Context: an optimization exercise on an open-source flow, tuned for small area. The choices shown serve that exercise and are no tape-out recipe. Function was checked by simulation only, so behaviour that the tests miss may differ from the original. The flow treats the clock pin as an ideal source. Dropping or thinning the clock tree relies on that and would not hold on a real chip. Power and IR drop assume default switching activity.

## design/flow/config.mk

```make
export PLATFORM = sky130hd
export DESIGN_NAME = top
export DESIGN_NICKNAME = top
export VERILOG_FILES = /design/flow/design.v
export SDC_FILE = /design/flow/constraint.sdc
export NUM_CORES = 4
export LEC_CHECK = 0
export CAP_MARGIN = 20
export CORE_MARGIN = 2
export CORE_UTILIZATION = 40
export CTS_BUF_LIST = sky130_fd_sc_hd__clkbuf_8
export GPL_TIMING_DRIVEN = 0
export SLEW_MARGIN = 20
export SYNTH_HIERARCHICAL = 1
export SYNTH_MINIMUM_KEEP_SIZE = 0
```

## design/flow/constraint.sdc

```tcl
create_clock -name core_clock -period 10.0 [get_ports {clk}]
set_input_delay 2.0000 -clock core_clock [delete_from_list [all_inputs] [get_ports {clk}]]
set_output_delay 2.0000 -clock core_clock [all_outputs]
set_load 0.01 [all_outputs]
```

## design/flow/design.v

```verilog
module top(y, x, c0, c1, c2, clk, rst);
input clk;
input rst;
input [7:0] x;
input [7:0] c0;
input [7:0] c1;
input [7:0] c2;
output [15:0] y;
reg [7:0] xd;
reg [7:0] c0d;
reg [15:0] s2q;
wire [7:0] xg;
wire [7:0] xdg;
wire rstn = ~rst;
and_cell ug0 (.a(x[0]), .b(rstn), .y(xg[0]));
and_cell ugd0 (.a(xd[0]), .b(rstn), .y(xdg[0]));
and_cell ug1 (.a(x[1]), .b(rstn), .y(xg[1]));
and_cell ugd1 (.a(xd[1]), .b(rstn), .y(xdg[1]));
and_cell ug2 (.a(x[2]), .b(rstn), .y(xg[2]));
and_cell ugd2 (.a(xd[2]), .b(rstn), .y(xdg[2]));
and_cell ug3 (.a(x[3]), .b(rstn), .y(xg[3]));
and_cell ugd3 (.a(xd[3]), .b(rstn), .y(xdg[3]));
and_cell ug4 (.a(x[4]), .b(rstn), .y(xg[4]));
and_cell ugd4 (.a(xd[4]), .b(rstn), .y(xdg[4]));
and_cell ug5 (.a(x[5]), .b(rstn), .y(xg[5]));
and_cell ugd5 (.a(xd[5]), .b(rstn), .y(xdg[5]));
and_cell ug6 (.a(x[6]), .b(rstn), .y(xg[6]));
and_cell ugd6 (.a(xd[6]), .b(rstn), .y(xdg[6]));
and_cell ug7 (.a(x[7]), .b(rstn), .y(xg[7]));
and_cell ugd7 (.a(xd[7]), .b(rstn), .y(xdg[7]));
wire [15:0] s2n;
wire p1;
wire p2;
wire p3;
wire p4;
wire p5;
wire p6;
wire p7;
wire p8;
wire p9;
wire p10;
wire p11;
wire p12;
wire p13;
wire p14;
wire p15;
wire p16;
wire p17;
wire p18;
wire p19;
wire p20;
wire p21;
wire p22;
wire p23;
wire p24;
wire p25;
wire p26;
wire p27;
wire p28;
wire p29;
wire p30;
wire p31;
wire p32;
wire p33;
wire p34;
wire p35;
wire p36;
wire p37;
wire p38;
wire p39;
wire p40;
wire p41;
wire p42;
wire p43;
wire p44;
wire p45;
wire p46;
wire p47;
wire p48;
wire p49;
wire p50;
wire p51;
wire p52;
wire p53;
wire p54;
wire p55;
wire p56;
wire p57;
wire p58;
wire p59;
wire p60;
wire p61;
wire p62;
wire p63;
wire p64;
wire p65;
wire p66;
wire p67;
wire p68;
wire p69;
wire p70;
wire p71;
wire p72;
wire p73;
wire p74;
wire p75;
wire p76;
wire p77;
wire p78;
wire p79;
wire p80;
wire p81;
wire p82;
wire p83;
wire p84;
wire p85;
wire p86;
wire p87;
wire p88;
wire p89;
wire p90;
wire p91;
wire p92;
wire p93;
wire p94;
wire p95;
wire p96;
wire p97;
wire p98;
wire p99;
wire p100;
wire p101;
wire p102;
wire p103;
wire p104;
wire p105;
wire p106;
wire p107;
wire p108;
wire p109;
wire p110;
wire p111;
wire p112;
wire p113;
wire p114;
wire p115;
wire p116;
wire p117;
wire p118;
wire p119;
wire p120;
wire p121;
wire p122;
wire p123;
wire p124;
wire p125;
wire p126;
wire p127;
wire p128;
wire s129;
wire c130;
wire s131;
wire c132;
wire s133;
wire c134;
wire s135;
wire c136;
wire s137;
wire c138;
wire s139;
wire c140;
wire s141;
wire c142;
wire s143;
wire c144;
wire s145;
wire c146;
wire s147;
wire c148;
wire s149;
wire c150;
wire s151;
wire c152;
wire s153;
wire c154;
wire s155;
wire c156;
wire s157;
wire c158;
wire s159;
wire c160;
wire s161;
wire c162;
wire s163;
wire c164;
wire s165;
wire c166;
wire s167;
wire c168;
wire s169;
wire c170;
wire s171;
wire c172;
wire s173;
wire c174;
wire s175;
wire c176;
wire s177;
wire c178;
wire s179;
wire c180;
wire s181;
wire c182;
wire s183;
wire c184;
wire s185;
wire c186;
wire s187;
wire c188;
wire s189;
wire c190;
wire s191;
wire c192;
wire s193;
wire c194;
wire s195;
wire c196;
wire s197;
wire c198;
wire s199;
wire c200;
wire s201;
wire c202;
wire s203;
wire c204;
wire s205;
wire c206;
wire s207;
wire c208;
wire s209;
wire c210;
wire s211;
wire c212;
wire s213;
wire c214;
wire s215;
wire c216;
wire s217;
wire c218;
wire s219;
wire c220;
wire s221;
wire c222;
wire s223;
wire c224;
wire s225;
wire c226;
wire s227;
wire c228;
wire s229;
wire c230;
wire s231;
wire c232;
wire s233;
wire c234;
wire s235;
wire c236;
wire s237;
wire c238;
wire s239;
wire c240;
wire s241;
wire c242;
wire s243;
wire c244;
wire s245;
wire c246;
wire s247;
wire c248;
wire s249;
wire c250;
wire s251;
wire c252;
wire s253;
wire c254;
wire s255;
wire c256;
wire s257;
wire c258;
wire s259;
wire c260;
wire s261;
wire c262;
wire s263;
wire c264;
wire s265;
wire c266;
wire s267;
wire c268;
wire s269;
wire c270;
wire s271;
wire c272;
wire s273;
wire c274;
wire s275;
wire c276;
wire s277;
wire c278;
wire s279;
wire c280;
wire s281;
wire c282;
wire s283;
wire c284;
wire s285;
wire c286;
wire s287;
wire c288;
wire s289;
wire c290;
wire s291;
wire c292;
wire s293;
wire c294;
wire s295;
wire c296;
wire s297;
wire c298;
wire s299;
wire c300;
wire s301;
wire c302;
wire s303;
wire c304;
wire s305;
wire c306;
wire s307;
wire c308;
wire s309;
wire c310;
wire s311;
wire c312;
wire s313;
wire c314;
wire s315;
wire c316;
wire s317;
wire c318;
wire s319;
wire c320;
wire s321;
wire c322;
wire s323;
wire c324;
wire s325;
wire c326;
wire s327;
wire c328;
wire s329;
wire c330;
wire s331;
wire c332;
wire s333;
wire c334;
wire s335;
wire c336;
wire s337;
wire c338;
wire s339;
wire c340;
wire s341;
wire c342;
wire s343;
wire c344;
wire s345;
wire c346;
wire s347;
wire c348;
wire s349;
wire c350;
wire s351;
wire c352;
wire s353;
wire c354;
wire s355;
wire c356;
wire s357;
wire c358;
wire s359;
wire c360;
wire s361;
wire c362;
wire s363;
wire c364;
wire s365;
wire c366;
wire x367;
wire x368;
wire p369;
wire p370;
wire p371;
wire p372;
wire p373;
wire p374;
wire p375;
wire p376;
wire p377;
wire p378;
wire p379;
wire p380;
wire p381;
wire p382;
wire p383;
wire p384;
wire p385;
wire p386;
wire p387;
wire p388;
wire p389;
wire p390;
wire p391;
wire p392;
wire p393;
wire p394;
wire p395;
wire p396;
wire p397;
wire p398;
wire p399;
wire p400;
wire p401;
wire p402;
wire p403;
wire p404;
wire p405;
wire p406;
wire p407;
wire p408;
wire p409;
wire p410;
wire p411;
wire p412;
wire p413;
wire p414;
wire p415;
wire p416;
wire p417;
wire p418;
wire p419;
wire p420;
wire p421;
wire p422;
wire p423;
wire p424;
wire p425;
wire p426;
wire p427;
wire p428;
wire p429;
wire p430;
wire p431;
wire p432;
wire s433;
wire c434;
wire n435;
wire s436;
wire c437;
wire s438;
wire c439;
wire n440;
wire s441;
wire c442;
wire s443;
wire c444;
wire s445;
wire c446;
wire s447;
wire c448;
wire s449;
wire c450;
wire s451;
wire c452;
wire s453;
wire c454;
wire s455;
wire c456;
wire s457;
wire c458;
wire s459;
wire c460;
wire s461;
wire c462;
wire s463;
wire c464;
wire s465;
wire c466;
wire s467;
wire c468;
wire s469;
wire c470;
wire s471;
wire c472;
wire s473;
wire c474;
wire s475;
wire c476;
wire s477;
wire c478;
wire s479;
wire c480;
wire s481;
wire c482;
wire s483;
wire c484;
wire s485;
wire c486;
wire s487;
wire c488;
wire s489;
wire c490;
wire s491;
wire c492;
wire s493;
wire c494;
wire s495;
wire c496;
wire s497;
wire c498;
wire s499;
wire c500;
wire s501;
wire c502;
wire s503;
wire c504;
wire s505;
wire c506;
wire s507;
wire c508;
wire s509;
wire c510;
wire s511;
wire c512;
wire s513;
wire c514;
wire s515;
wire c516;
wire s517;
wire c518;
wire s519;
wire c520;
wire s521;
wire c522;
wire s523;
wire c524;
wire s525;
wire c526;
wire s527;
wire c528;
wire s529;
wire c530;
wire s531;
wire c532;
wire s533;
wire c534;
wire s535;
wire c536;
wire n537;
wire s538;
wire c539;
wire s540;
wire c541;
wire s542;
wire c543;
wire s544;
wire c545;
wire s546;
wire c547;
wire s548;
wire c549;
wire n550;
wire s551;
wire c552;
wire s553;
wire c554;
wire s555;
wire c556;
wire s557;
wire c558;
wire s559;
wire c560;
wire s561;
wire c562;
wire s563;
wire c564;
wire s565;
wire c566;
wire s567;
wire c568;
wire s569;
wire c570;
wire s571;
wire c572;
wire s573;
wire c574;
wire s575;
wire c576;
wire s577;
wire c578;
wire x579;
wire x580;
wire [4:0] t581;
wire y582;
wire y583;
wire y584;
wire y585;
wire y586;
nand_cell u1 (.a(xdg[0]), .b(c0d[0]), .y(p1));
nand_cell u2 (.a(xdg[0]), .b(c0d[1]), .y(p2));
nand_cell u3 (.a(xdg[0]), .b(c0d[2]), .y(p3));
nand_cell u4 (.a(xdg[0]), .b(c0d[3]), .y(p4));
nand_cell u5 (.a(xdg[0]), .b(c0d[4]), .y(p5));
nand_cell u6 (.a(xdg[0]), .b(c0d[5]), .y(p6));
nand_cell u7 (.a(xdg[0]), .b(c0d[6]), .y(p7));
and_cell u8 (.a(xdg[0]), .b(c0d[7]), .y(p8));
nand_cell u9 (.a(xdg[1]), .b(c0d[0]), .y(p9));
nand_cell u10 (.a(xdg[1]), .b(c0d[1]), .y(p10));
nand_cell u11 (.a(xdg[1]), .b(c0d[2]), .y(p11));
nand_cell u12 (.a(xdg[1]), .b(c0d[3]), .y(p12));
nand_cell u13 (.a(xdg[1]), .b(c0d[4]), .y(p13));
nand_cell u14 (.a(xdg[1]), .b(c0d[5]), .y(p14));
nand_cell u15 (.a(xdg[1]), .b(c0d[6]), .y(p15));
and_cell u16 (.a(xdg[1]), .b(c0d[7]), .y(p16));
nand_cell u17 (.a(xdg[2]), .b(c0d[0]), .y(p17));
nand_cell u18 (.a(xdg[2]), .b(c0d[1]), .y(p18));
nand_cell u19 (.a(xdg[2]), .b(c0d[2]), .y(p19));
nand_cell u20 (.a(xdg[2]), .b(c0d[3]), .y(p20));
nand_cell u21 (.a(xdg[2]), .b(c0d[4]), .y(p21));
nand_cell u22 (.a(xdg[2]), .b(c0d[5]), .y(p22));
nand_cell u23 (.a(xdg[2]), .b(c0d[6]), .y(p23));
and_cell u24 (.a(xdg[2]), .b(c0d[7]), .y(p24));
nand_cell u25 (.a(xdg[3]), .b(c0d[0]), .y(p25));
nand_cell u26 (.a(xdg[3]), .b(c0d[1]), .y(p26));
nand_cell u27 (.a(xdg[3]), .b(c0d[2]), .y(p27));
nand_cell u28 (.a(xdg[3]), .b(c0d[3]), .y(p28));
nand_cell u29 (.a(xdg[3]), .b(c0d[4]), .y(p29));
nand_cell u30 (.a(xdg[3]), .b(c0d[5]), .y(p30));
nand_cell u31 (.a(xdg[3]), .b(c0d[6]), .y(p31));
and_cell u32 (.a(xdg[3]), .b(c0d[7]), .y(p32));
nand_cell u33 (.a(xdg[4]), .b(c0d[0]), .y(p33));
nand_cell u34 (.a(xdg[4]), .b(c0d[1]), .y(p34));
nand_cell u35 (.a(xdg[4]), .b(c0d[2]), .y(p35));
nand_cell u36 (.a(xdg[4]), .b(c0d[3]), .y(p36));
nand_cell u37 (.a(xdg[4]), .b(c0d[4]), .y(p37));
nand_cell u38 (.a(xdg[4]), .b(c0d[5]), .y(p38));
nand_cell u39 (.a(xdg[4]), .b(c0d[6]), .y(p39));
and_cell u40 (.a(xdg[4]), .b(c0d[7]), .y(p40));
nand_cell u41 (.a(xdg[5]), .b(c0d[0]), .y(p41));
nand_cell u42 (.a(xdg[5]), .b(c0d[1]), .y(p42));
nand_cell u43 (.a(xdg[5]), .b(c0d[2]), .y(p43));
nand_cell u44 (.a(xdg[5]), .b(c0d[3]), .y(p44));
nand_cell u45 (.a(xdg[5]), .b(c0d[4]), .y(p45));
nand_cell u46 (.a(xdg[5]), .b(c0d[5]), .y(p46));
nand_cell u47 (.a(xdg[5]), .b(c0d[6]), .y(p47));
and_cell u48 (.a(xdg[5]), .b(c0d[7]), .y(p48));
nand_cell u49 (.a(xdg[6]), .b(c0d[0]), .y(p49));
nand_cell u50 (.a(xdg[6]), .b(c0d[1]), .y(p50));
nand_cell u51 (.a(xdg[6]), .b(c0d[2]), .y(p51));
nand_cell u52 (.a(xdg[6]), .b(c0d[3]), .y(p52));
nand_cell u53 (.a(xdg[6]), .b(c0d[4]), .y(p53));
nand_cell u54 (.a(xdg[6]), .b(c0d[5]), .y(p54));
nand_cell u55 (.a(xdg[6]), .b(c0d[6]), .y(p55));
and_cell u56 (.a(xdg[6]), .b(c0d[7]), .y(p56));
and_cell u57 (.a(xdg[7]), .b(c0d[0]), .y(p57));
and_cell u58 (.a(xdg[7]), .b(c0d[1]), .y(p58));
and_cell u59 (.a(xdg[7]), .b(c0d[2]), .y(p59));
and_cell u60 (.a(xdg[7]), .b(c0d[3]), .y(p60));
and_cell u61 (.a(xdg[7]), .b(c0d[4]), .y(p61));
and_cell u62 (.a(xdg[7]), .b(c0d[5]), .y(p62));
and_cell u63 (.a(xdg[7]), .b(c0d[6]), .y(p63));
nand_cell u64 (.a(xdg[7]), .b(c0d[7]), .y(p64));
nand_cell u65 (.a(xg[0]), .b(c1[0]), .y(p65));
nand_cell u66 (.a(xg[0]), .b(c1[1]), .y(p66));
nand_cell u67 (.a(xg[0]), .b(c1[2]), .y(p67));
nand_cell u68 (.a(xg[0]), .b(c1[3]), .y(p68));
nand_cell u69 (.a(xg[0]), .b(c1[4]), .y(p69));
nand_cell u70 (.a(xg[0]), .b(c1[5]), .y(p70));
nand_cell u71 (.a(xg[0]), .b(c1[6]), .y(p71));
and_cell u72 (.a(xg[0]), .b(c1[7]), .y(p72));
nand_cell u73 (.a(xg[1]), .b(c1[0]), .y(p73));
nand_cell u74 (.a(xg[1]), .b(c1[1]), .y(p74));
nand_cell u75 (.a(xg[1]), .b(c1[2]), .y(p75));
nand_cell u76 (.a(xg[1]), .b(c1[3]), .y(p76));
nand_cell u77 (.a(xg[1]), .b(c1[4]), .y(p77));
nand_cell u78 (.a(xg[1]), .b(c1[5]), .y(p78));
nand_cell u79 (.a(xg[1]), .b(c1[6]), .y(p79));
and_cell u80 (.a(xg[1]), .b(c1[7]), .y(p80));
nand_cell u81 (.a(xg[2]), .b(c1[0]), .y(p81));
nand_cell u82 (.a(xg[2]), .b(c1[1]), .y(p82));
nand_cell u83 (.a(xg[2]), .b(c1[2]), .y(p83));
nand_cell u84 (.a(xg[2]), .b(c1[3]), .y(p84));
nand_cell u85 (.a(xg[2]), .b(c1[4]), .y(p85));
nand_cell u86 (.a(xg[2]), .b(c1[5]), .y(p86));
nand_cell u87 (.a(xg[2]), .b(c1[6]), .y(p87));
and_cell u88 (.a(xg[2]), .b(c1[7]), .y(p88));
nand_cell u89 (.a(xg[3]), .b(c1[0]), .y(p89));
nand_cell u90 (.a(xg[3]), .b(c1[1]), .y(p90));
nand_cell u91 (.a(xg[3]), .b(c1[2]), .y(p91));
nand_cell u92 (.a(xg[3]), .b(c1[3]), .y(p92));
nand_cell u93 (.a(xg[3]), .b(c1[4]), .y(p93));
nand_cell u94 (.a(xg[3]), .b(c1[5]), .y(p94));
nand_cell u95 (.a(xg[3]), .b(c1[6]), .y(p95));
and_cell u96 (.a(xg[3]), .b(c1[7]), .y(p96));
nand_cell u97 (.a(xg[4]), .b(c1[0]), .y(p97));
nand_cell u98 (.a(xg[4]), .b(c1[1]), .y(p98));
nand_cell u99 (.a(xg[4]), .b(c1[2]), .y(p99));
nand_cell u100 (.a(xg[4]), .b(c1[3]), .y(p100));
nand_cell u101 (.a(xg[4]), .b(c1[4]), .y(p101));
nand_cell u102 (.a(xg[4]), .b(c1[5]), .y(p102));
nand_cell u103 (.a(xg[4]), .b(c1[6]), .y(p103));
and_cell u104 (.a(xg[4]), .b(c1[7]), .y(p104));
nand_cell u105 (.a(xg[5]), .b(c1[0]), .y(p105));
nand_cell u106 (.a(xg[5]), .b(c1[1]), .y(p106));
nand_cell u107 (.a(xg[5]), .b(c1[2]), .y(p107));
nand_cell u108 (.a(xg[5]), .b(c1[3]), .y(p108));
nand_cell u109 (.a(xg[5]), .b(c1[4]), .y(p109));
nand_cell u110 (.a(xg[5]), .b(c1[5]), .y(p110));
nand_cell u111 (.a(xg[5]), .b(c1[6]), .y(p111));
and_cell u112 (.a(xg[5]), .b(c1[7]), .y(p112));
nand_cell u113 (.a(xg[6]), .b(c1[0]), .y(p113));
nand_cell u114 (.a(xg[6]), .b(c1[1]), .y(p114));
nand_cell u115 (.a(xg[6]), .b(c1[2]), .y(p115));
nand_cell u116 (.a(xg[6]), .b(c1[3]), .y(p116));
nand_cell u117 (.a(xg[6]), .b(c1[4]), .y(p117));
nand_cell u118 (.a(xg[6]), .b(c1[5]), .y(p118));
nand_cell u119 (.a(xg[6]), .b(c1[6]), .y(p119));
and_cell u120 (.a(xg[6]), .b(c1[7]), .y(p120));
and_cell u121 (.a(xg[7]), .b(c1[0]), .y(p121));
and_cell u122 (.a(xg[7]), .b(c1[1]), .y(p122));
and_cell u123 (.a(xg[7]), .b(c1[2]), .y(p123));
and_cell u124 (.a(xg[7]), .b(c1[3]), .y(p124));
and_cell u125 (.a(xg[7]), .b(c1[4]), .y(p125));
and_cell u126 (.a(xg[7]), .b(c1[5]), .y(p126));
and_cell u127 (.a(xg[7]), .b(c1[6]), .y(p127));
nand_cell u128 (.a(xg[7]), .b(c1[7]), .y(p128));
ha_cell u130 (.a(p1), .b(p65), .s(s129), .co(c130));
fa_cell u132 (.a(p2), .b(p9), .c(p66), .s(s131), .co(c132));
fa_cell u134 (.a(p73), .b(c130), .c(s131), .s(s133), .co(c134));
ha_cell u136 (.a(p3), .b(p10), .s(s135), .co(c136));
fa_cell u138 (.a(p17), .b(p67), .c(p74), .s(s137), .co(c138));
fa_cell u140 (.a(p81), .b(s135), .c(c132), .s(s139), .co(c140));
fa_cell u142 (.a(s137), .b(c134), .c(s139), .s(s141), .co(c142));
ha_cell u144 (.a(p4), .b(p11), .s(s143), .co(c144));
fa_cell u146 (.a(p18), .b(p25), .c(p68), .s(s145), .co(c146));
fa_cell u148 (.a(p75), .b(p82), .c(p89), .s(s147), .co(c148));
fa_cell u150 (.a(c136), .b(s143), .c(c138), .s(s149), .co(c150));
fa_cell u152 (.a(s145), .b(s147), .c(c140), .s(s151), .co(c152));
fa_cell u154 (.a(s149), .b(s151), .c(c142), .s(s153), .co(c154));
ha_cell u156 (.a(p5), .b(p12), .s(s155), .co(c156));
fa_cell u158 (.a(p19), .b(p26), .c(p33), .s(s157), .co(c158));
fa_cell u160 (.a(p69), .b(p76), .c(p83), .s(s159), .co(c160));
fa_cell u162 (.a(p90), .b(p97), .c(c144), .s(s161), .co(c162));
fa_cell u164 (.a(s155), .b(c146), .c(c148), .s(s163), .co(c164));
fa_cell u166 (.a(s157), .b(s159), .c(s161), .s(s165), .co(c166));
fa_cell u168 (.a(c150), .b(s163), .c(s165), .s(s167), .co(c168));
fa_cell u170 (.a(c152), .b(s167), .c(c154), .s(s169), .co(c170));
ha_cell u172 (.a(p6), .b(p13), .s(s171), .co(c172));
fa_cell u174 (.a(p20), .b(p27), .c(p34), .s(s173), .co(c174));
fa_cell u176 (.a(p41), .b(p70), .c(p77), .s(s175), .co(c176));
fa_cell u178 (.a(p84), .b(p91), .c(p98), .s(s177), .co(c178));
fa_cell u180 (.a(p105), .b(c156), .c(s171), .s(s179), .co(c180));
fa_cell u182 (.a(c158), .b(c160), .c(s173), .s(s181), .co(c182));
fa_cell u184 (.a(s175), .b(s177), .c(c162), .s(s183), .co(c184));
fa_cell u186 (.a(s179), .b(c164), .c(s181), .s(s185), .co(c186));
fa_cell u188 (.a(c166), .b(s183), .c(s185), .s(s187), .co(c188));
fa_cell u190 (.a(c168), .b(s187), .c(c170), .s(s189), .co(c190));
ha_cell u192 (.a(p7), .b(p14), .s(s191), .co(c192));
fa_cell u194 (.a(p21), .b(p28), .c(p35), .s(s193), .co(c194));
fa_cell u196 (.a(p42), .b(p49), .c(p71), .s(s195), .co(c196));
fa_cell u198 (.a(p78), .b(p85), .c(p92), .s(s197), .co(c198));
fa_cell u200 (.a(p99), .b(p106), .c(p113), .s(s199), .co(c200));
fa_cell u202 (.a(c172), .b(s191), .c(c174), .s(s201), .co(c202));
fa_cell u204 (.a(c176), .b(c178), .c(s193), .s(s203), .co(c204));
fa_cell u206 (.a(s195), .b(s197), .c(s199), .s(s205), .co(c206));
fa_cell u208 (.a(c180), .b(c182), .c(s201), .s(s207), .co(c208));
fa_cell u210 (.a(s203), .b(s205), .c(c184), .s(s209), .co(c210));
fa_cell u212 (.a(c186), .b(s207), .c(s209), .s(s211), .co(c212));
fa_cell u214 (.a(c188), .b(s211), .c(c190), .s(s213), .co(c214));
ha_cell u216 (.a(p8), .b(p15), .s(s215), .co(c216));
fa_cell u218 (.a(p22), .b(p29), .c(p36), .s(s217), .co(c218));
fa_cell u220 (.a(p43), .b(p50), .c(p57), .s(s219), .co(c220));
fa_cell u222 (.a(p72), .b(p79), .c(p86), .s(s221), .co(c222));
fa_cell u224 (.a(p93), .b(p100), .c(p107), .s(s223), .co(c224));
fa_cell u226 (.a(p114), .b(p121), .c(c192), .s(s225), .co(c226));
fa_cell u228 (.a(s215), .b(c194), .c(c196), .s(s227), .co(c228));
fa_cell u230 (.a(c198), .b(c200), .c(s217), .s(s229), .co(c230));
fa_cell u232 (.a(s219), .b(s221), .c(s223), .s(s231), .co(c232));
fa_cell u234 (.a(s225), .b(c202), .c(c204), .s(s233), .co(c234));
fa_cell u236 (.a(s227), .b(c206), .c(s229), .s(s235), .co(c236));
fa_cell u238 (.a(s231), .b(c208), .c(s233), .s(s237), .co(c238));
fa_cell u240 (.a(s235), .b(c210), .c(s237), .s(s239), .co(c240));
fa_cell u242 (.a(c212), .b(s239), .c(c214), .s(s241), .co(c242));
fa_cell u244 (.a(p16), .b(p23), .c(p30), .s(s243), .co(c244));
fa_cell u246 (.a(p37), .b(p44), .c(p51), .s(s245), .co(c246));
fa_cell u248 (.a(p58), .b(p80), .c(p87), .s(s247), .co(c248));
fa_cell u250 (.a(p94), .b(p101), .c(p108), .s(s249), .co(c250));
fa_cell u252 (.a(p115), .b(p122), .c(c216), .s(s251), .co(c252));
fa_cell u254 (.a(c218), .b(c220), .c(c222), .s(s253), .co(c254));
fa_cell u256 (.a(c224), .b(s243), .c(s245), .s(s255), .co(c256));
fa_cell u258 (.a(s247), .b(s249), .c(c226), .s(s257), .co(c258));
fa_cell u260 (.a(s251), .b(c228), .c(c230), .s(s259), .co(c260));
fa_cell u262 (.a(s253), .b(c232), .c(s255), .s(s261), .co(c262));
fa_cell u264 (.a(s257), .b(c234), .c(c236), .s(s263), .co(c264));
fa_cell u266 (.a(s259), .b(s261), .c(c238), .s(s265), .co(c266));
fa_cell u268 (.a(s263), .b(c240), .c(s265), .s(s267), .co(c268));
g_xnor u270 (.a(s267), .b(c242), .y(s269));
g_or u270c (.a(s267), .b(c242), .y(c270));
ha_cell u272 (.a(p24), .b(p31), .s(s271), .co(c272));
fa_cell u274 (.a(p38), .b(p45), .c(p52), .s(s273), .co(c274));
fa_cell u276 (.a(p59), .b(p88), .c(p95), .s(s275), .co(c276));
fa_cell u278 (.a(p102), .b(p109), .c(p116), .s(s277), .co(c278));
fa_cell u280 (.a(p123), .b(s271), .c(c244), .s(s279), .co(c280));
fa_cell u282 (.a(c246), .b(c248), .c(c250), .s(s281), .co(c282));
fa_cell u284 (.a(s273), .b(s275), .c(s277), .s(s283), .co(c284));
fa_cell u286 (.a(c252), .b(c254), .c(s279), .s(s285), .co(c286));
fa_cell u288 (.a(s281), .b(c256), .c(s283), .s(s287), .co(c288));
fa_cell u290 (.a(c258), .b(c260), .c(c262), .s(s289), .co(c290));
fa_cell u292 (.a(s285), .b(s287), .c(c264), .s(s291), .co(c292));
fa_cell u294 (.a(s289), .b(c266), .c(s291), .s(s293), .co(c294));
fa_cell u296 (.a(c268), .b(s293), .c(c270), .s(s295), .co(c296));
fa_cell u298 (.a(p32), .b(p39), .c(p46), .s(s297), .co(c298));
fa_cell u300 (.a(p53), .b(p60), .c(p96), .s(s299), .co(c300));
fa_cell u302 (.a(p103), .b(p110), .c(p117), .s(s301), .co(c302));
fa_cell u304 (.a(p124), .b(c272), .c(c274), .s(s303), .co(c304));
fa_cell u306 (.a(c276), .b(c278), .c(s297), .s(s305), .co(c306));
fa_cell u308 (.a(s299), .b(s301), .c(c280), .s(s307), .co(c308));
fa_cell u310 (.a(c282), .b(s303), .c(c284), .s(s309), .co(c310));
fa_cell u312 (.a(s305), .b(s307), .c(c286), .s(s311), .co(c312));
fa_cell u314 (.a(c288), .b(s309), .c(c290), .s(s313), .co(c314));
fa_cell u316 (.a(s311), .b(c292), .c(s313), .s(s315), .co(c316));
fa_cell u318 (.a(c294), .b(s315), .c(c296), .s(s317), .co(c318));
fa_cell u320 (.a(p40), .b(p47), .c(p54), .s(s319), .co(c320));
fa_cell u322 (.a(p61), .b(p104), .c(p111), .s(s321), .co(c322));
fa_cell u324 (.a(p118), .b(p125), .c(c298), .s(s323), .co(c324));
fa_cell u326 (.a(c300), .b(c302), .c(s319), .s(s325), .co(c326));
fa_cell u328 (.a(s321), .b(c304), .c(c306), .s(s327), .co(c328));
fa_cell u330 (.a(s323), .b(s325), .c(c308), .s(s329), .co(c330));
fa_cell u332 (.a(c310), .b(s327), .c(s329), .s(s331), .co(c332));
fa_cell u334 (.a(c312), .b(c314), .c(s331), .s(s333), .co(c334));
fa_cell u336 (.a(c316), .b(s333), .c(c318), .s(s335), .co(c336));
fa_cell u338 (.a(p48), .b(p55), .c(p62), .s(s337), .co(c338));
fa_cell u340 (.a(p112), .b(p119), .c(p126), .s(s339), .co(c340));
fa_cell u342 (.a(c320), .b(c322), .c(s337), .s(s341), .co(c342));
fa_cell u344 (.a(s339), .b(c324), .c(c326), .s(s343), .co(c344));
fa_cell u346 (.a(s341), .b(c328), .c(s343), .s(s345), .co(c346));
fa_cell u348 (.a(c330), .b(s345), .c(c332), .s(s347), .co(c348));
fa_cell u350 (.a(s347), .b(c334), .c(c336), .s(s349), .co(c350));
fa_cell u352 (.a(p56), .b(p63), .c(p120), .s(s351), .co(c352));
fa_cell u354 (.a(p127), .b(c338), .c(c340), .s(s353), .co(c354));
fa_cell u356 (.a(s351), .b(c342), .c(s353), .s(s355), .co(c356));
fa_cell u358 (.a(c344), .b(s355), .c(c346), .s(s357), .co(c358));
fa_cell u360 (.a(s357), .b(c348), .c(c350), .s(s359), .co(c360));
fa_cell u362 (.a(p64), .b(p128), .c(c352), .s(s361), .co(c362));
fa_cell u364 (.a(c354), .b(s361), .c(c356), .s(s363), .co(c364));
fa_cell u366 (.a(s363), .b(c358), .c(c360), .s(s365), .co(c366));
assign x367 = c362 ^ c364;
assign x368 = x367 ^ c366;
nand_cell u369 (.a(x[0]), .b(c2[0]), .y(p369));
nand_cell u370 (.a(x[0]), .b(c2[1]), .y(p370));
nand_cell u371 (.a(x[0]), .b(c2[2]), .y(p371));
nand_cell u372 (.a(x[0]), .b(c2[3]), .y(p372));
nand_cell u373 (.a(x[0]), .b(c2[4]), .y(p373));
nand_cell u374 (.a(x[0]), .b(c2[5]), .y(p374));
nand_cell u375 (.a(x[0]), .b(c2[6]), .y(p375));
and_cell u376 (.a(x[0]), .b(c2[7]), .y(p376));
nand_cell u377 (.a(x[1]), .b(c2[0]), .y(p377));
nand_cell u378 (.a(x[1]), .b(c2[1]), .y(p378));
nand_cell u379 (.a(x[1]), .b(c2[2]), .y(p379));
nand_cell u380 (.a(x[1]), .b(c2[3]), .y(p380));
nand_cell u381 (.a(x[1]), .b(c2[4]), .y(p381));
nand_cell u382 (.a(x[1]), .b(c2[5]), .y(p382));
nand_cell u383 (.a(x[1]), .b(c2[6]), .y(p383));
and_cell u384 (.a(x[1]), .b(c2[7]), .y(p384));
nand_cell u385 (.a(x[2]), .b(c2[0]), .y(p385));
nand_cell u386 (.a(x[2]), .b(c2[1]), .y(p386));
nand_cell u387 (.a(x[2]), .b(c2[2]), .y(p387));
nand_cell u388 (.a(x[2]), .b(c2[3]), .y(p388));
nand_cell u389 (.a(x[2]), .b(c2[4]), .y(p389));
nand_cell u390 (.a(x[2]), .b(c2[5]), .y(p390));
nand_cell u391 (.a(x[2]), .b(c2[6]), .y(p391));
and_cell u392 (.a(x[2]), .b(c2[7]), .y(p392));
nand_cell u393 (.a(x[3]), .b(c2[0]), .y(p393));
nand_cell u394 (.a(x[3]), .b(c2[1]), .y(p394));
nand_cell u395 (.a(x[3]), .b(c2[2]), .y(p395));
nand_cell u396 (.a(x[3]), .b(c2[3]), .y(p396));
nand_cell u397 (.a(x[3]), .b(c2[4]), .y(p397));
nand_cell u398 (.a(x[3]), .b(c2[5]), .y(p398));
nand_cell u399 (.a(x[3]), .b(c2[6]), .y(p399));
and_cell u400 (.a(x[3]), .b(c2[7]), .y(p400));
nand_cell u401 (.a(x[4]), .b(c2[0]), .y(p401));
nand_cell u402 (.a(x[4]), .b(c2[1]), .y(p402));
nand_cell u403 (.a(x[4]), .b(c2[2]), .y(p403));
nand_cell u404 (.a(x[4]), .b(c2[3]), .y(p404));
nand_cell u405 (.a(x[4]), .b(c2[4]), .y(p405));
nand_cell u406 (.a(x[4]), .b(c2[5]), .y(p406));
nand_cell u407 (.a(x[4]), .b(c2[6]), .y(p407));
and_cell u408 (.a(x[4]), .b(c2[7]), .y(p408));
nand_cell u409 (.a(x[5]), .b(c2[0]), .y(p409));
nand_cell u410 (.a(x[5]), .b(c2[1]), .y(p410));
nand_cell u411 (.a(x[5]), .b(c2[2]), .y(p411));
nand_cell u412 (.a(x[5]), .b(c2[3]), .y(p412));
nand_cell u413 (.a(x[5]), .b(c2[4]), .y(p413));
nand_cell u414 (.a(x[5]), .b(c2[5]), .y(p414));
nand_cell u415 (.a(x[5]), .b(c2[6]), .y(p415));
and_cell u416 (.a(x[5]), .b(c2[7]), .y(p416));
nand_cell u417 (.a(x[6]), .b(c2[0]), .y(p417));
nand_cell u418 (.a(x[6]), .b(c2[1]), .y(p418));
nand_cell u419 (.a(x[6]), .b(c2[2]), .y(p419));
nand_cell u420 (.a(x[6]), .b(c2[3]), .y(p420));
nand_cell u421 (.a(x[6]), .b(c2[4]), .y(p421));
nand_cell u422 (.a(x[6]), .b(c2[5]), .y(p422));
nand_cell u423 (.a(x[6]), .b(c2[6]), .y(p423));
and_cell u424 (.a(x[6]), .b(c2[7]), .y(p424));
and_cell u425 (.a(x[7]), .b(c2[0]), .y(p425));
and_cell u426 (.a(x[7]), .b(c2[1]), .y(p426));
and_cell u427 (.a(x[7]), .b(c2[2]), .y(p427));
and_cell u428 (.a(x[7]), .b(c2[3]), .y(p428));
and_cell u429 (.a(x[7]), .b(c2[4]), .y(p429));
and_cell u430 (.a(x[7]), .b(c2[5]), .y(p430));
and_cell u431 (.a(x[7]), .b(c2[6]), .y(p431));
nand_cell u432 (.a(x[7]), .b(c2[7]), .y(p432));
ha_cell u434 (.a(s2q[0]), .b(p369), .s(s433), .co(c434));
assign n435 = ~s433;
ha_cell u437 (.a(s2q[1]), .b(p370), .s(s436), .co(c437));
fa_cell u439 (.a(p377), .b(c434), .c(s436), .s(s438), .co(c439));
assign n440 = ~s438;
fa_cell u442 (.a(s2q[2]), .b(p371), .c(p378), .s(s441), .co(c442));
fa_cell u444 (.a(p385), .b(c437), .c(s441), .s(s443), .co(c444));
g_xor u446 (.a(c439), .b(s443), .y(s445));
g_or u446c (.a(c439), .b(s443), .y(c446));
fa_cell u448 (.a(s2q[3]), .b(p372), .c(p379), .s(s447), .co(c448));
fa_cell u450 (.a(p386), .b(p393), .c(c442), .s(s449), .co(c450));
fa_cell u452 (.a(s447), .b(c444), .c(s449), .s(s451), .co(c452));
g_xor u454 (.a(c446), .b(s451), .y(s453));
g_or u454c (.a(c446), .b(s451), .y(c454));
fa_cell u456 (.a(s2q[4]), .b(p373), .c(p380), .s(s455), .co(c456));
fa_cell u458 (.a(p387), .b(p394), .c(p401), .s(s457), .co(c458));
fa_cell u460 (.a(c448), .b(s455), .c(s457), .s(s459), .co(c460));
fa_cell u462 (.a(c450), .b(s459), .c(c452), .s(s461), .co(c462));
g_xor u464 (.a(c454), .b(s461), .y(s463));
g_or u464c (.a(c454), .b(s461), .y(c464));
fa_cell u466 (.a(s2q[5]), .b(p374), .c(p381), .s(s465), .co(c466));
fa_cell u468 (.a(p388), .b(p395), .c(p402), .s(s467), .co(c468));
fa_cell u470 (.a(p409), .b(c456), .c(c458), .s(s469), .co(c470));
fa_cell u472 (.a(s465), .b(s467), .c(s469), .s(s471), .co(c472));
fa_cell u474 (.a(c460), .b(s471), .c(c462), .s(s473), .co(c474));
g_xor u476 (.a(c464), .b(s473), .y(s475));
g_or u476c (.a(c464), .b(s473), .y(c476));
fa_cell u478 (.a(s2q[6]), .b(p375), .c(p382), .s(s477), .co(c478));
fa_cell u480 (.a(p389), .b(p396), .c(p403), .s(s479), .co(c480));
fa_cell u482 (.a(p410), .b(p417), .c(c466), .s(s481), .co(c482));
fa_cell u484 (.a(c468), .b(s477), .c(s479), .s(s483), .co(c484));
fa_cell u486 (.a(c470), .b(s481), .c(s483), .s(s485), .co(c486));
fa_cell u488 (.a(c472), .b(s485), .c(c474), .s(s487), .co(c488));
g_xor u490 (.a(c476), .b(s487), .y(s489));
g_or u490c (.a(c476), .b(s487), .y(c490));
fa_cell u492 (.a(s2q[7]), .b(p376), .c(p383), .s(s491), .co(c492));
fa_cell u494 (.a(p390), .b(p397), .c(p404), .s(s493), .co(c494));
fa_cell u496 (.a(p411), .b(p418), .c(p425), .s(s495), .co(c496));
fa_cell u498 (.a(c478), .b(c480), .c(s491), .s(s497), .co(c498));
fa_cell u500 (.a(s493), .b(s495), .c(c482), .s(s499), .co(c500));
fa_cell u502 (.a(c484), .b(s497), .c(s499), .s(s501), .co(c502));
fa_cell u504 (.a(c486), .b(s501), .c(c488), .s(s503), .co(c504));
g_xor u506 (.a(c490), .b(s503), .y(s505));
g_or u506c (.a(c490), .b(s503), .y(c506));
fa_cell u508 (.a(s2q[8]), .b(p384), .c(p391), .s(s507), .co(c508));
fa_cell u510 (.a(p398), .b(p405), .c(p412), .s(s509), .co(c510));
fa_cell u512 (.a(p419), .b(p426), .c(c492), .s(s511), .co(c512));
fa_cell u514 (.a(c494), .b(c496), .c(s507), .s(s513), .co(c514));
fa_cell u516 (.a(s509), .b(c498), .c(s511), .s(s515), .co(c516));
fa_cell u518 (.a(s513), .b(c500), .c(s515), .s(s517), .co(c518));
fa_cell u520 (.a(c502), .b(s517), .c(c504), .s(s519), .co(c520));
g_xor u522 (.a(c506), .b(s519), .y(s521));
g_or u522c (.a(c506), .b(s519), .y(c522));
fa_cell u524 (.a(s2q[9]), .b(p392), .c(p399), .s(s523), .co(c524));
fa_cell u526 (.a(p406), .b(p413), .c(p420), .s(s525), .co(c526));
fa_cell u528 (.a(p427), .b(c508), .c(c510), .s(s527), .co(c528));
fa_cell u530 (.a(s523), .b(s525), .c(c512), .s(s529), .co(c530));
fa_cell u532 (.a(c514), .b(s527), .c(s529), .s(s531), .co(c532));
fa_cell u534 (.a(c516), .b(s531), .c(c518), .s(s533), .co(c534));
fa_cell u536 (.a(s533), .b(c520), .c(c522), .s(s535), .co(c536));
assign n537 = ~s535;
fa_cell u539 (.a(s2q[10]), .b(p400), .c(p407), .s(s538), .co(c539));
fa_cell u541 (.a(p414), .b(p421), .c(p428), .s(s540), .co(c541));
fa_cell u543 (.a(c524), .b(c526), .c(s538), .s(s542), .co(c543));
fa_cell u545 (.a(s540), .b(c528), .c(s542), .s(s544), .co(c545));
fa_cell u547 (.a(c530), .b(s544), .c(c532), .s(s546), .co(c547));
fa_cell u549 (.a(s546), .b(c534), .c(c536), .s(s548), .co(c549));
assign n550 = ~s548;
fa_cell u552 (.a(s2q[11]), .b(p408), .c(p415), .s(s551), .co(c552));
fa_cell u554 (.a(p422), .b(p429), .c(c539), .s(s553), .co(c554));
fa_cell u556 (.a(c541), .b(s551), .c(c543), .s(s555), .co(c556));
fa_cell u558 (.a(s553), .b(c545), .c(s555), .s(s557), .co(c558));
g_xnor u560 (.a(s557), .b(c547), .y(s559));
g_or u560c (.a(s557), .b(c547), .y(c560));
fa_cell u562 (.a(s2q[12]), .b(p416), .c(p423), .s(s561), .co(c562));
fa_cell u564 (.a(p430), .b(c552), .c(s561), .s(s563), .co(c564));
fa_cell u566 (.a(c554), .b(s563), .c(c556), .s(s565), .co(c566));
fa_cell u568 (.a(s565), .b(c558), .c(c560), .s(s567), .co(c568));
fa_cell u570 (.a(s2q[13]), .b(p424), .c(p431), .s(s569), .co(c570));
fa_cell u572 (.a(c562), .b(s569), .c(c564), .s(s571), .co(c572));
fa_cell u574 (.a(s571), .b(c566), .c(c568), .s(s573), .co(c574));
fa_cell u576 (.a(s2q[14]), .b(p432), .c(c570), .s(s575), .co(c576));
fa_cell u578 (.a(s575), .b(c572), .c(c574), .s(s577), .co(c578));
assign x579 = s2q[15] ^ c576;
assign x580 = x579 ^ c578;
inc_and5 u581 (.a({~s577, ~s573, ~s567, ~s559, ~c549}), .t(t581));
assign y582 = ~(s559 ^ t581[0]);
assign y583 = ~(s567 ^ t581[1]);
assign y584 = ~(s573 ^ t581[2]);
assign y585 = ~(s577 ^ t581[3]);
assign y586 = x580 ^ t581[4];
assign y[0] = n435;
assign s2n[0] = s129;
assign y[1] = n440;
assign s2n[1] = s133;
assign y[2] = s445;
assign s2n[2] = s141;
assign y[3] = s453;
assign s2n[3] = s153;
assign y[4] = s463;
assign s2n[4] = s169;
assign y[5] = s475;
assign s2n[5] = s189;
assign y[6] = s489;
assign s2n[6] = s213;
assign y[7] = s505;
assign s2n[7] = s241;
assign y[8] = s521;
assign s2n[8] = s269;
assign y[9] = n537;
assign s2n[9] = s295;
assign y[10] = n550;
assign s2n[10] = s317;
assign y[11] = y582;
assign s2n[11] = s335;
assign y[12] = y583;
assign s2n[12] = s349;
assign y[13] = y584;
assign s2n[13] = s359;
assign y[14] = y585;
assign s2n[14] = s365;
assign y[15] = y586;
assign s2n[15] = x368;
always @(posedge clk) begin
  xd <= xg;
  c0d <= c0;
  s2q <= s2n;
end
endmodule
module fa_cell(input a, input b, input c, output s, output co);
assign s = a ^ b ^ c;
assign co = (a & b) | (a & c) | (b & c);
endmodule
module ha_cell(input a, input b, output s, output co);
assign s = a ^ b;
assign co = a & b;
endmodule
module g_xor(input a, input b, output y);
assign y = a ^ b;
endmodule
module g_xnor(input a, input b, output y);
assign y = ~(a ^ b);
endmodule
module g_and(input a, input b, output y);
assign y = a & b;
endmodule
module g_nand(input a, input b, output y);
assign y = ~(a & b);
endmodule
module g_nor(input a, input b, output y);
assign y = ~(a | b);
endmodule
module g_or(input a, input b, output y);
assign y = a | b;
endmodule
module g_andn(input a, input b, output y);
assign y = a & ~b;
endmodule
module g_nandn(input a, input b, output y);
assign y = ~(a & ~b);
endmodule
module inc_and5(input [4:0] a, output [4:0] t);
genvar i;
assign t[0] = a[0];
generate for (i = 1; i < 5; i = i + 1) begin : g
  assign t[i] = &a[i:0];
end endgenerate
endmodule
module nand_cell(input a, input b, output y);
assign y = ~(a & b);
endmodule
module and_cell(input a, input b, output y);
assign y = a & b;
endmodule
module gate_cell(input a, input r, output y);
assign y = a & ~r;
endmodule
```

## design/flow/flow/run.sh

```bash
#!/bin/bash
# The standard layout (standard.sh: the standard synthesis and ORFS steps,
# unchanged), with these environment settings for the ORFS steps:
#  - the buffers that global placement puts on every input and output port are
#    the platform's smallest buffer (buf_1) instead of the delay buffer that
#    buffer_ports picks by default; the resizer may still upsize them;
#  - clock tree synthesis uses clkbuf_8 and inserts no dummy loads;
# and one extra step after CTS: onebuf.tcl replaces the two-level clock tree
# (a root buffer feeding four leaf buffers) by its root buffer, upsized to
# clkbuf_16, driving all 32 flip-flops directly. The layout then goes on with
# the standard steps (routing, repair, finish).
# Each tool's output: standard_cts.log, onebuf.log, standard.log (and the
# per-step logs in orfs/logs/).
set -euo pipefail
export BUFFER_PORTS_ARGS="-buffer_cell sky130_fd_sc_hd__buf_1"
export REMOVE_ABC_BUFFERS=1
export CTS_ARGS="-buf_list sky130_fd_sc_hd__clkbuf_8 -sink_clustering_enable -dont_use_dummy_load -repair_clock_nets"
bash standard.sh cts > standard_cts.log 2>&1
ONEBUF_ODB="$PWD/orfs/results/$FLOW_PLATFORM/top/base/4_cts.odb" \
  openroad -no_init -exit flow/onebuf.tcl > onebuf.log 2>&1
bash standard.sh finish > standard.log 2>&1
```

## design/flow/flow/onebuf.tcl

```tcl
# Replace the clock tree that CTS built (a root buffer feeding leaf buffers)
# by its root buffer alone, upsized, driving every clock sink directly.
set odb_file $::env(ONEBUF_ODB)
read_db $odb_file
set block [ord::get_db_block]
set db [ord::get_db]
set clkport [$block findBTerm clk]
set clknet [$clkport getNet]
# the root buffer: the buffer the clock port drives
set roots {}
foreach it [$clknet getITerms] {
  if {[$it isInputSignal]} { lappend roots [$it getInst] }
}
if {[llength $roots] != 1} { error "expected one cell on the clock port, found [llength $roots]" }
set root [lindex $roots 0]
set rootout ""
foreach it [$root getITerms] {
  if {[$it isOutputSignal]} { set rootout [$it getNet] }
}
puts "root [$root getName] ([[$root getMaster] getName]) drives [$rootout getName]"
set leaves {}
foreach it [$rootout getITerms] {
  set inst [$it getInst]
  if {$inst eq $root} continue
  set m [[$inst getMaster] getName]
  if {[string match "sky130_fd_sc_hd__clkbuf_*" $m]} { lappend leaves $inst }
}
puts "leaf buffers: [llength $leaves]"
set moved 0
foreach leaf $leaves {
  set lout ""
  foreach it [$leaf getITerms] {
    if {[$it isOutputSignal]} { set lout [$it getNet] }
  }
  foreach it [$lout getITerms] {
    if {[$it getInst] eq $leaf} continue
    $it disconnect
    $it connect $rootout
    incr moved
  }
  odb::dbInst_destroy $leaf
  odb::dbNet_destroy $lout
}
puts "moved $moved sinks to [$rootout getName]"
set m16 [$db findMaster sky130_fd_sc_hd__clkbuf_16]
$root swapMaster $m16
# put the buffer at the middle of its sinks; detailed_placement legalizes it
set sx 0; set sy 0; set n 0
foreach it [$rootout getITerms] {
  set inst [$it getInst]
  if {$inst eq $root} continue
  set bb [$inst getBBox]
  set sx [expr {$sx + ([$bb xMin] + [$bb xMax]) / 2}]
  set sy [expr {$sy + ([$bb yMin] + [$bb yMax]) / 2}]
  incr n
}
set rb [$root getBBox]
set w [expr {[$rb xMax] - [$rb xMin]}]
set h [expr {[$rb yMax] - [$rb yMin]}]
$root setLocation [expr {$sx / $n - $w / 2}] [expr {$sy / $n - $h / 2}]
puts "root buffer moved to the sinks' centre"

detailed_placement
check_placement
write_db $odb_file
```

## design/flow/standard.sh

```bash
#!/bin/bash
# synth_recipe.tcl (not shown) runs the flow's synth.tcl, then flattens the netlist and writes it again
# the make line also repeats each setting of config.mk as NAME=value (left out here)
make -C /OpenROAD-flow-scripts/flow DESIGN_CONFIG=/design/flow/config.mk WORK_HOME=/design/flow/orfs CLKGATE_MAP_FILE= SYNTH_SCRIPT=/design/flow/synth_recipe.tcl "${@:-finish}"
```

==> summary.txt, run 1 <==
Placement
  – Hpwl dp: about 10000 µm
  – PortBufs: just under 50
  – Cell Area, Placed: between 0.005 and 0.006 mm²
  – RePlAce Congestion: between 0.8 and 0.9

Clock network
  – Post CTS Setup Buffer Count: 0
  – Sink Count: 32
  – Clock Latency Late Sink: roughly 180 ps
  – Clock Pin Slew Worst Setup and Hold Paths: approximately 120 ps
  – Hold Buf Count CTS: 0

Worst hold path
  – Worst Hold Depth: 2
  – Hold Crit Start: c0d[0]$_DFF_P_
  – Hold EP: s2q[0]$_DFF_P_
  – HP Class: flip-flop to flip-flop

Global route
  – Met2 usage: 35.01%
  – Antenna violations before repair: 0
  – Met3 usage: ~1.3%
  – Largest net degree at the start of global routing: 33
  – Vias in the first global route: between 4000 and 5000
  – Most Crowded Layer GR: met2
  – First-pass GRT wire length: approximately 21000 µm
  – Met1 GRT Util: roughly a quarter
  – GR Overflow Total: 0
  – Gr usage total: between 10% and 20%

Yosys
  – Count leader, synth: fa_1
  – Post-synthesis sequential area ratio: between 10% and 20%
  – Main combinational cell family by area after synthesis: adder cells
  – Cell count after synthesis: 479
  – Simple logic cell fraction of the synthesized area: about 18%
  – Netlist Area Pre-Place: approximately 0.0055 mm²
  – Mux cell area share after synthesis: 0%
  – Area share of the largest cell type after synthesis: between 60% and 70%
  – Synth Area in Compound Gates: 0%
  – Post-Synth XOR/XNOR Area: 2.855%
  – Synth cell types: 12
  – Synth warn: 7
  – Area contributors post-synth: fa_1 62%, dfxtp_1 12%, nand2_1 10%
  – Asr flop ratio synth: 0%
  – Number of synthesized flops with an enable pin: 0
  – Post-synth top cells: 171 x fa_1, 150 x nand2_1, 60 x and2_1, 32 x dfxtp_1, 17 x buf_4
  – Synth Flop Type: dfxtp_1
  – Syn_area_per_cell: 11.53 µm²
  – Area leader, netlist: fa_1
  – Adder-Cell Fraction of Synth Area: between 60% and 70%
  – Post-synthesis sequential element count: 32

Timing
  – Slew @ Worst Pin: between 500 and 600 ps
  – Max transition margin: roughly 64%
  – Tcrit/Tclk final: 97.33%
  – F_max: 102.7 MHz
  – Hold WS: 716.0 ps
  – Hold Violations, Final: 0
  – Fin Setup TNS: 0 ps
  – Clock skew: about 4.3 ps
  – Final slew viol count: 0
  – Fin crit period: just under 10000 ps
  – Final setup vio count: 0
  – RSZ-0062 raised after global routing: false

Die
  – Die Y: 121.5 µm
  – Die Footprint: around 0.015 mm²
  – Core outline area: roughly 0.013 mm²
  – Starting Density: between 40% and 50%
  – I/O pins: 50
  – Die width: around 120 µm
  – Row count: 42

Finish
  – Area growth syn-to-layout: 5.552%
  – Ant diodes: 0
  – Nets: between 700 and 800
  – Sequential cell area: 640.6 µm²
  – Post-Route Utilization: between 40% and 50%
  – Fin area: about 0.0058 mm²
  – Filler cells: 1298
  – Layout cells sized above 1: 0.9766%
  – Multi-input logic area: 0.004716 mm²

Drt
  – Antenna-violating nets left: 0
  – DRT Pass-1 Iters: 4
  – Routed length per placed instance: roughly 18 µm
  – WL final: approximately 12000 µm
  – DR vias/cell: about 5
  – DRC Markers: 0
  – DR iter-0 viols: about 260
  – Vias: ~3500

Power
  – Comb power frac: 86.0%
  – Leak pwr: slightly below 0.002 µW
  – Switching pwr: about 880 µW
  – Sequential Power Share: between 10 and 15%
  – Worst VDD drop: ~0.00020 V
  – Switching share of power: 49.50%
  – Internal: 901.1 µW
  – Power, Total: around 1800 µW
  – Clock share of power: 3.0%
  – Pwr Density: ~300 mW/mm²

Worst setup path
  – Critical Path Source: c2[2]
  – CP endpoint kind: output port
  – R2R depth: 19
  – CP dominant cell by count: fa_1
  – R2R Path Start: xd[0]$_DFF_P_
  – Crit path kind: input port to output port
  – CP peak stage delay: about 480 ps
  – Worst r2r dst: s2q[15]$_DFF_P_
  – CP cell instances: clkbuf_2 > nand2_1 > fa_1 > fa_1 > fa_1 > fa_1 > fa_1 > fa_1 > fa_1 > fa_1 > or2_1 > fa_1 > fa_1 > inv_1 > and4_1 > and2_1 > xor2_1 > xnor2_1 > buf_1
  – Nature of the critical path startpoint: input port
  – CP max FO: 8
  – Critical Path RT: ~8000 ps
  – Slowest CP cell: fa_1
  – Flop-to-flop setup slack: 2980 ps
  – WP data arrival: slightly below 8000 ps

Job
  – Maxcap violations: 0

Outcome
  – Status: timing/DRC/antenna clean
[layout make-up]
cell class | instances | area share [%]
Multi-Input combinational cell | 420 | 80.91
Timing Repair Buffer | 49 | 3.242
Sequential cell | 32 | 10.99
Clock buffer | 1 | 0.4294
Tap cell | 176 | 3.778
Inverter | 10 | 0.6441
[layout by cell type, fill, tap and decap left out, types with 4 or more instances in the layout]
cell type,netlist,layout
fa_1,171,171
nand2_1,150,150
and2_1,60,60
buf_1,0,45
dfxtp_1,32,32
inv_1,10,10
xnor2_1,10,10
ha_1,10,10
or2_1,9,9
xor2_1,8,8
clkbuf_2,0,4
[how the worst max path moves through the flow]
stage	end	slack, ps	depth (start not counted)
after floorplan	y[15]	940	17
after global placement	y[15]	70	19
after detailed placement	y[15]	100	19
after CTS	y[15]	50	19
after global routing	y[15]	1	19
final	y[15]	270	19
[stage by stage]
step,setup WS (ps),instances
2_1_floorplan,939.4,462
3_3_place_gp,74.60,687
3_5_place_dp,97.00,687
4_1_cts,51.80,692
5_1_grt,1.484,688
6_report,267.2,688
[per-layer routing]
metal | vias up | part of all wire, %
li1 | 1494 | -
met2 | 126 | 53
met1 | 1871 | 39
met3 | 26 | 4.8
met4 | 0 | 3.2
met5 | - | 0
[per-module statistics from Yosys, one instance, submodules excluded, a selection]
module	area, µm²	flip-flops and latches
nand_cell	3.754	0
g_xnor	8.758	0
g_or	6.256	0
inc_and5	35.03	0
g_xor	8.758	0
top	877.1	32
[sequential cells by signal (all words and copies together), names as in the netlist]
name / cells
xd: 8
c0d: 8
s2q: 16
[logic make-up (layout without fill, tap and decap cells)]
| family | Yosys count | count (layout) |
|---|---|---|
| AND/OR/NAND/NOR | 221 | 221 |
| adder cells (fa/ha/maj) | 181 | 181 |
| flip-flops | 32 | 32 |
| buffers and inverters | 27 | 60 |
| XOR/XNOR | 18 | 18 |
[power by group through the flow]
stage / sequential (µW) / clock (µW) / combinational (µW)
finish: 197 / 53.2 / 1530
global route: 203 / 63.3 / 1800
CTS: 198 / 91.5 / 1590
detailed placement: 201 / 0 / 1580
global placement: 201 / 0 / 1570
floorplan: 194 / 0 / 1180
[worst max-delay path: cells and delay by family]
family                   cells  cell delay (ps)
buffers and inverters        3              520
AND/OR/NAND/NOR              4              790
XOR/XNOR                     2              310
adder cells (fa/ha/maj)     10             4120
[repair_timing]
item | 4_1_cts | 5_1_grt
hold endpoints to repair | 0 | 0
resized for setup | 0 | 4
endpoints found under the setup margin | 0 | 1
==> run 2: changes to the inputs <==
==> design/flow/flow/run.sh (replaced) <==
#!/bin/bash
# The standard layout (standard.sh: the standard synthesis and ORFS steps,
# unchanged), with these environment settings for the ORFS steps:
#  - the buffers that global placement puts on every input and output port are
#    the platform's smallest buffer (buf_1) instead of the delay buffer that
#    buffer_ports picks by default; the resizer may still upsize them;
#  - clock tree synthesis uses clkbuf_8 and inserts no dummy loads;
# and one extra step after CTS: clksize.tcl resizes the clock tree's buffers
# (a root buffer and four leaf buffers of 7 to 9 flip-flops each) to clkbuf_2
# and clkbuf_4, keeping the tree's shape and placement. The layout then goes
# on with the standard steps (routing, repair, finish).
# Each tool's output: standard_cts.log, clksize.log, standard.log (and the
# per-step logs in orfs/logs/).
set -euo pipefail
export BUFFER_PORTS_ARGS="-buffer_cell sky130_fd_sc_hd__buf_1"
export REMOVE_ABC_BUFFERS=1
export CTS_ARGS="-buf_list sky130_fd_sc_hd__clkbuf_8 -sink_clustering_enable -dont_use_dummy_load -repair_clock_nets"
bash standard.sh cts > standard_cts.log 2>&1
CLKSIZE_ODB="$PWD/orfs/results/$FLOW_PLATFORM/top/base/4_cts.odb" \
  openroad -no_init -exit flow/clksize.tcl > clksize.log 2>&1
bash standard.sh finish > standard.log 2>&1
==> design/flow/flow/clksize.tcl (new file) <==
# Resize the clock tree that CTS built (a root buffer feeding leaf buffers
# that drive the flip-flops) to small buffers: root clkbuf_2, leaves clkbuf_4.
# The tree's shape and placement stay as CTS made them.
read_db $::env(CLKSIZE_ODB)
set block [ord::get_db_block]
set db [ord::get_db]
set clknet [[$block findBTerm clk] getNet]
set roots {}
foreach it [$clknet getITerms] {
  if {[$it isInputSignal]} { lappend roots [$it getInst] }
}
if {[llength $roots] != 1} { error "expected one cell on the clock port, found [llength $roots]" }
set root [lindex $roots 0]
foreach it [$root getITerms] {
  if {[$it isOutputSignal]} { set rootout [$it getNet] }
}
set leaves {}
foreach it [$rootout getITerms] {
  set inst [$it getInst]
  if {$inst eq $root} continue
  if {![string match "sky130_fd_sc_hd__clkbuf_*" [[$inst getMaster] getName]]} {
    error "[$inst getName] on the root's net is not a clock buffer"
  }
  lappend leaves $inst
}
puts "root [$root getName] ([[$root getMaster] getName]), [llength $leaves] leaf buffers"
$root swapMaster [$db findMaster sky130_fd_sc_hd__clkbuf_2]
foreach leaf $leaves {
  $leaf swapMaster [$db findMaster sky130_fd_sc_hd__clkbuf_4]
}
detailed_placement
check_placement
write_db $::env(CLKSIZE_ODB)
--- a/design/flow/config.mk
+++ b/design/flow/config.mk
@@ -8,5 +8,5 @@
 export CAP_MARGIN = 20
 export CORE_MARGIN = 2
-export CORE_UTILIZATION = 40
+export CORE_UTILIZATION = 55
 export CTS_BUF_LIST = sky130_fd_sc_hd__clkbuf_8
 export GPL_TIMING_DRIVEN = 0
removed: design/flow/flow/onebuf.tcl
==> run 2 against run 1 <==
  * Clock skew up 42 ps
  * Via count down 1.3%
  * Critical path depth unchanged
  * Highest routed layer unchanged
  * Combinational power about the same
  * First-iteration DRC count down 56%
  * Critical endpoint unchanged
  * Setup slack better by 72 ps
  * Still clean
==> summary.txt, run 2 <==
Drt
  – Vias: 3470 (was 3517)
  – M1 WL: 4524 µm (was 4777 µm)
  – DR vias/cell: 5.347 (was 5.112)
  – WL met3: 499 µm (was 582 µm)
  – DRT Pass-1 Iters: 4 (unchanged)
  – Antenna-violating nets left: 0 (unchanged)
  – WL final: 11540 µm (was 12130 µm)
  – Max Used Layer: met4 (unchanged)
  – Met2 WL: 6186 µm (was 6373 µm)
  – Routed length per placed instance: 17.79 µm (was 17.63 µm)
  – DR iter-0 viols: 116 (was 262)
  – DRC Markers: 0 (unchanged)

Clock network
  – Total CTS buffers: 5
  – Root Buffer: clkbuf_8
  – Post CTS Setup Buffer Count: 0 (unchanged)
  – Hold Buf Count CTS: 0 (unchanged)
  – Clock Pin Slew Worst Setup and Hold Paths: 110 ps (was 120 ps)
  – Clock Latency Late Sink: 340 ps (was 180 ps)
  – CTS tree: done
  – H-tree depth: 2
  – Sink Count: 32 (unchanged)
  – Longest Clk Path Bufs: 2

Placement
  – PortBufs: 49 (unchanged)
  – RePlAce Congestion: 0.8624 (was 0.8814)
  – Hpwl dp: 9658 µm (was 10050 µm)

Timing
  – Final setup vio count: 0 (unchanged)
  – Slew @ Worst Pin: 509.5 ps (was 534.9 ps)
  – Hold Violations, Final: 0 (unchanged)
  – Tcrit/Tclk final: 96.61% (was 97.33%)
  – Final slew viol count: 0 (unchanged)
  – Clock skew: 46.61 ps (was 4.323 ps)
  – Fin crit period: 9661 ps (was 9733 ps)
  – Max transition margin: 66.04% (was 64.34%)
  – RSZ-0062 raised after global routing: false (unchanged)
  – Fin Setup TNS: 0 ps (unchanged)
  – F_max: 103.5 MHz (was 102.7 MHz)

Die
  – Die Footprint: 0.01086 mm² (was 0.01476 mm²)
  – I/O pins: 50 (unchanged)
  – Row count: 36 (was 42)
  – Core outline area: 0.009774 mm² (was 0.01335 mm²)
  – Die Y: 104.2 µm (was 121.5 µm)
  – Starting Density: 56.49% (was 41.37%)
  – Die width: 104.2 µm (was 121.5 µm)

Yosys
  – Number of synthesized flops with an enable pin: 0 (unchanged)
  – Synth Flop Type: dfxtp_1 (unchanged)
  – Area contributors post-synth: fa_1 62%, dfxtp_1 12%, nand2_1 10% (unchanged)
  – Area leader, netlist: fa_1 (unchanged)
  – Netlist Area Pre-Place: 0.005522 mm² (unchanged)
  – Syn_area_per_cell: 11.53 µm² (unchanged)
  – Area share of the largest cell type after synthesis: 62.00% (unchanged)
  – Post-synth top cells: 171 x fa_1, 150 x nand2_1, 60 x and2_1, 32 x dfxtp_1, 17 x buf_4 (unchanged)
  – Post-synthesis sequential area ratio: 11.60% (unchanged)
  – Synth cell types: 12 (unchanged)
  – Count leader, synth: fa_1 (unchanged)
  – Post-synthesis sequential element count: 32 (unchanged)
  – Cell count after synthesis: 479 (unchanged)
  – Asr flop ratio synth: 0% (unchanged)
  – Synth warn: 7 (unchanged)

Power
  – Comb power frac: 85.5% (was 86.0%)
  – Switching pwr: 879.6 µW (was 883.3 µW)
  – Internal: 902.1 µW (was 901.1 µW)
  – Leak pwr: 0.001954 µW (was 0.001943 µW)
  – Switching share of power: 49.37% (was 49.50%)
  – Power, Total: 1782 µW (was 1784 µW)
  – Worst VDD drop: 0.0003171 V (was 0.0001952 V)
  – Pwr Density: 308.0 mW/mm² (was 306.2 mW/mm²)
  – Clock share of power: 3.4% (was 3.0%)
  – Sequential Power Share: 11.0% (about the same)

Worst setup path
  – Crit path kind: input port to output port (unchanged)
  – Critical Path RT: 8000 ps (about the same)
  – CP max FO: 9 (was 8)
  – Nature of the critical path startpoint: input port (unchanged)
  – CP endpoint kind: output port (unchanged)
  – WP data arrival: 7660 ps (was 7730 ps)

Finish
  – Max FFs per register: 16 (unchanged)
  – Layout cells sized above 1: 1.744% (was 0.9766%)
  – Nets: 733 (was 729)
  – Largest Register: s2q (unchanged)
  – Commonest non-fill, non-tap cell in the layout: fa_1 (unchanged)
  – Ant diodes: 0 (unchanged)
  – Commonest cells after routing, fill and taps aside: 171 x fa_1, 150 x nand2_1, 60 x and2_1 (unchanged)
  – Largest regs: s2q: 16 flops, c0d: 8 flops, xd: 8 flops (unchanged)
  – Area growth syn-to-layout: 4.759% (was 5.552%)

Worst hold path
  – HP Class: flip-flop to flip-flop (unchanged)

Global route
  – Antenna violations before repair: 0 (unchanged)
  – GR Overflow Total: 0 (unchanged)
  – Gr usage total: 24.40% (was 19.72%)
  – Largest net degree at the start of global routing: 17 (was 33)
  – Vias in the first global route: 4125 (was 4207)
  – First-pass GRT wire length: 20200 µm (was 21250 µm)

Job
  – Maxcap violations: 0 (unchanged)

Outcome
  – Status: timing/DRC/antenna clean (unchanged)
-- run 2: cell count changes in the layout (fill, tap and decap cells not counted), sizes merged --
cell and change:
clkbuf +4
-- run 2: cell type report --
cell class | instances | area, µm²
multi-input combinational | 420 | 4716
timing repair buffer | 49 | 188.9
tap | 133 | 166.4
inverter | 10 | 37.54
sequential | 32 | 640.6
clock buffer | 5 | 35.03
fill | 882 | 3990
-- run 2: Yosys stat by module, one instance, submodules excluded --
module / flops+latches / cell area (µm²) / times used / cells inside
top: 32 / 877.1 / 1 / 67
inc_and5: 0 / 35.03 / 1 / 5
fa_cell: 0 / 20.02 / 171 / 1
ha_cell: 0 / 12.51 / 10 / 1
g_xnor: 0 / 8.758 / 2 / 1
g_xor: 0 / 8.758 / 7 / 1
and_cell: 0 / 6.256 / 58 / 1
g_or: 0 / 6.256 / 9 / 1
nand_cell: 0 / 3.754 / 150 / 1
-- run 2: metrics by stage --
step                      instance area, µm²  util (%)  instances  setup WS, ps  hold WS [ps]
after floorplan                         5394         -        462         939.4         550.5
after global placement                  5744     58.77        644         145.2         662.1
after detailed placement                5744     58.77        644         153.1         663.1
after CTS                               5813     59.47        649         150.8         687.2
after global routing                    5784     59.18        649         12.97         746.7
final                                   5784     59.18        649         339.3         698.3
-- run 2: path summary, 6_finish.rpt --
path	from	to	slack [ps]	cells after the start
setup / recovery	x[0]	y[15]	340	19
hold / removal	c0d[0]$_DFF_P_	s2q[0]$_DFF_P_	700	2
setup reg to reg	xd[0]$_DFF_P_	s2q[15]$_DFF_P_	2930	19
hold reg to reg	c0d[0]$_DFF_P_	s2q[0]$_DFF_P_	700	2
-- run 2: cells by family (layout without fill, tap and decap cells) --
group                    after synthesis  after routing  share of synthesized area [%]
adder cells (fa/ha/maj)              181            181                          64.26
flip-flops                            32             32                          11.60
buffers and inverters                 27             64                          2.991
AND/OR/NAND/NOR                      221            221                          18.29
XOR/XNOR                              18             18                          2.855
-- run 2: power groups by stage --
stage | Clock, µW | Combinational [µW] | Sequential (µW)
after global routing | 71.5 | 1780 | 202
after floorplan | 0 | 1180 | 194
after global placement | 0 | 1520 | 201
after CTS | 90.6 | 1570 | 198
after detailed placement | 0 | 1570 | 201
final | 61.4 | 1520 | 197
-- run 2: metal layers --
layer / vias to the layer above / track usage, %
met1: 1842 / 31.08
met2: 98 / 43.09
met5: - / 0
met4: 0 / 8.108
met3: 26 / 3.634
li1: 1504 / -
-- run 2: critical path: stages --
cell and delay, ps:
clkbuf_2 180, nand2_1 100, fa_1 480, fa_1 400, fa_1 420, fa_1 410
fa_1 420, fa_1 400, fa_1 390, fa_1 470, or2_1 260, fa_1 390
fa_1 360, inv_1 120, and4_1 240, and2_1 150, xor2_1 180, xnor2_1 130
buf_1 160
-- run 2: what timing repair did --
item,CTS,global route
endpoints found under the hold margin,0,0
gates resized for setup,0,4
setup endpoints to repair,0,1

-- re-timing with driven ports --
How much do the figures lean on ideal ports? The routed layouts below were timed once more, with nothing changed but the port constraints. Step 1: set_driving_cell puts a clkbuf_16 on clk and a buf_2 on each other input, an assumption about the parent block. Step 2 moves the port delays by t, midway between the first and last clock arrival at a register: inputs arrive t later, outputs are due t later. That takes back most of the time a late clock gives input paths. Slacks: ideal / step 1 / step 2; pairs: ideal / step 1.
| run | t (ns) | setup slack, ns | worst slew at a driven data input, ns | cell pins on the clock port's net |
|---|---|---|---|---|
| run 1 | 0.214 | 0.267 / 0.244 / 0.244 | 0.04 | 1 |
| run 2 | 0.351 | 0.339 / 0.314 / 0.314 | 0.03 | 1 |
After both steps setup and hold are still met in every run listed. The setup slack of run 2, which loses most, moves by -0.025 ns with the drivers and by -0.025 ns with both steps.
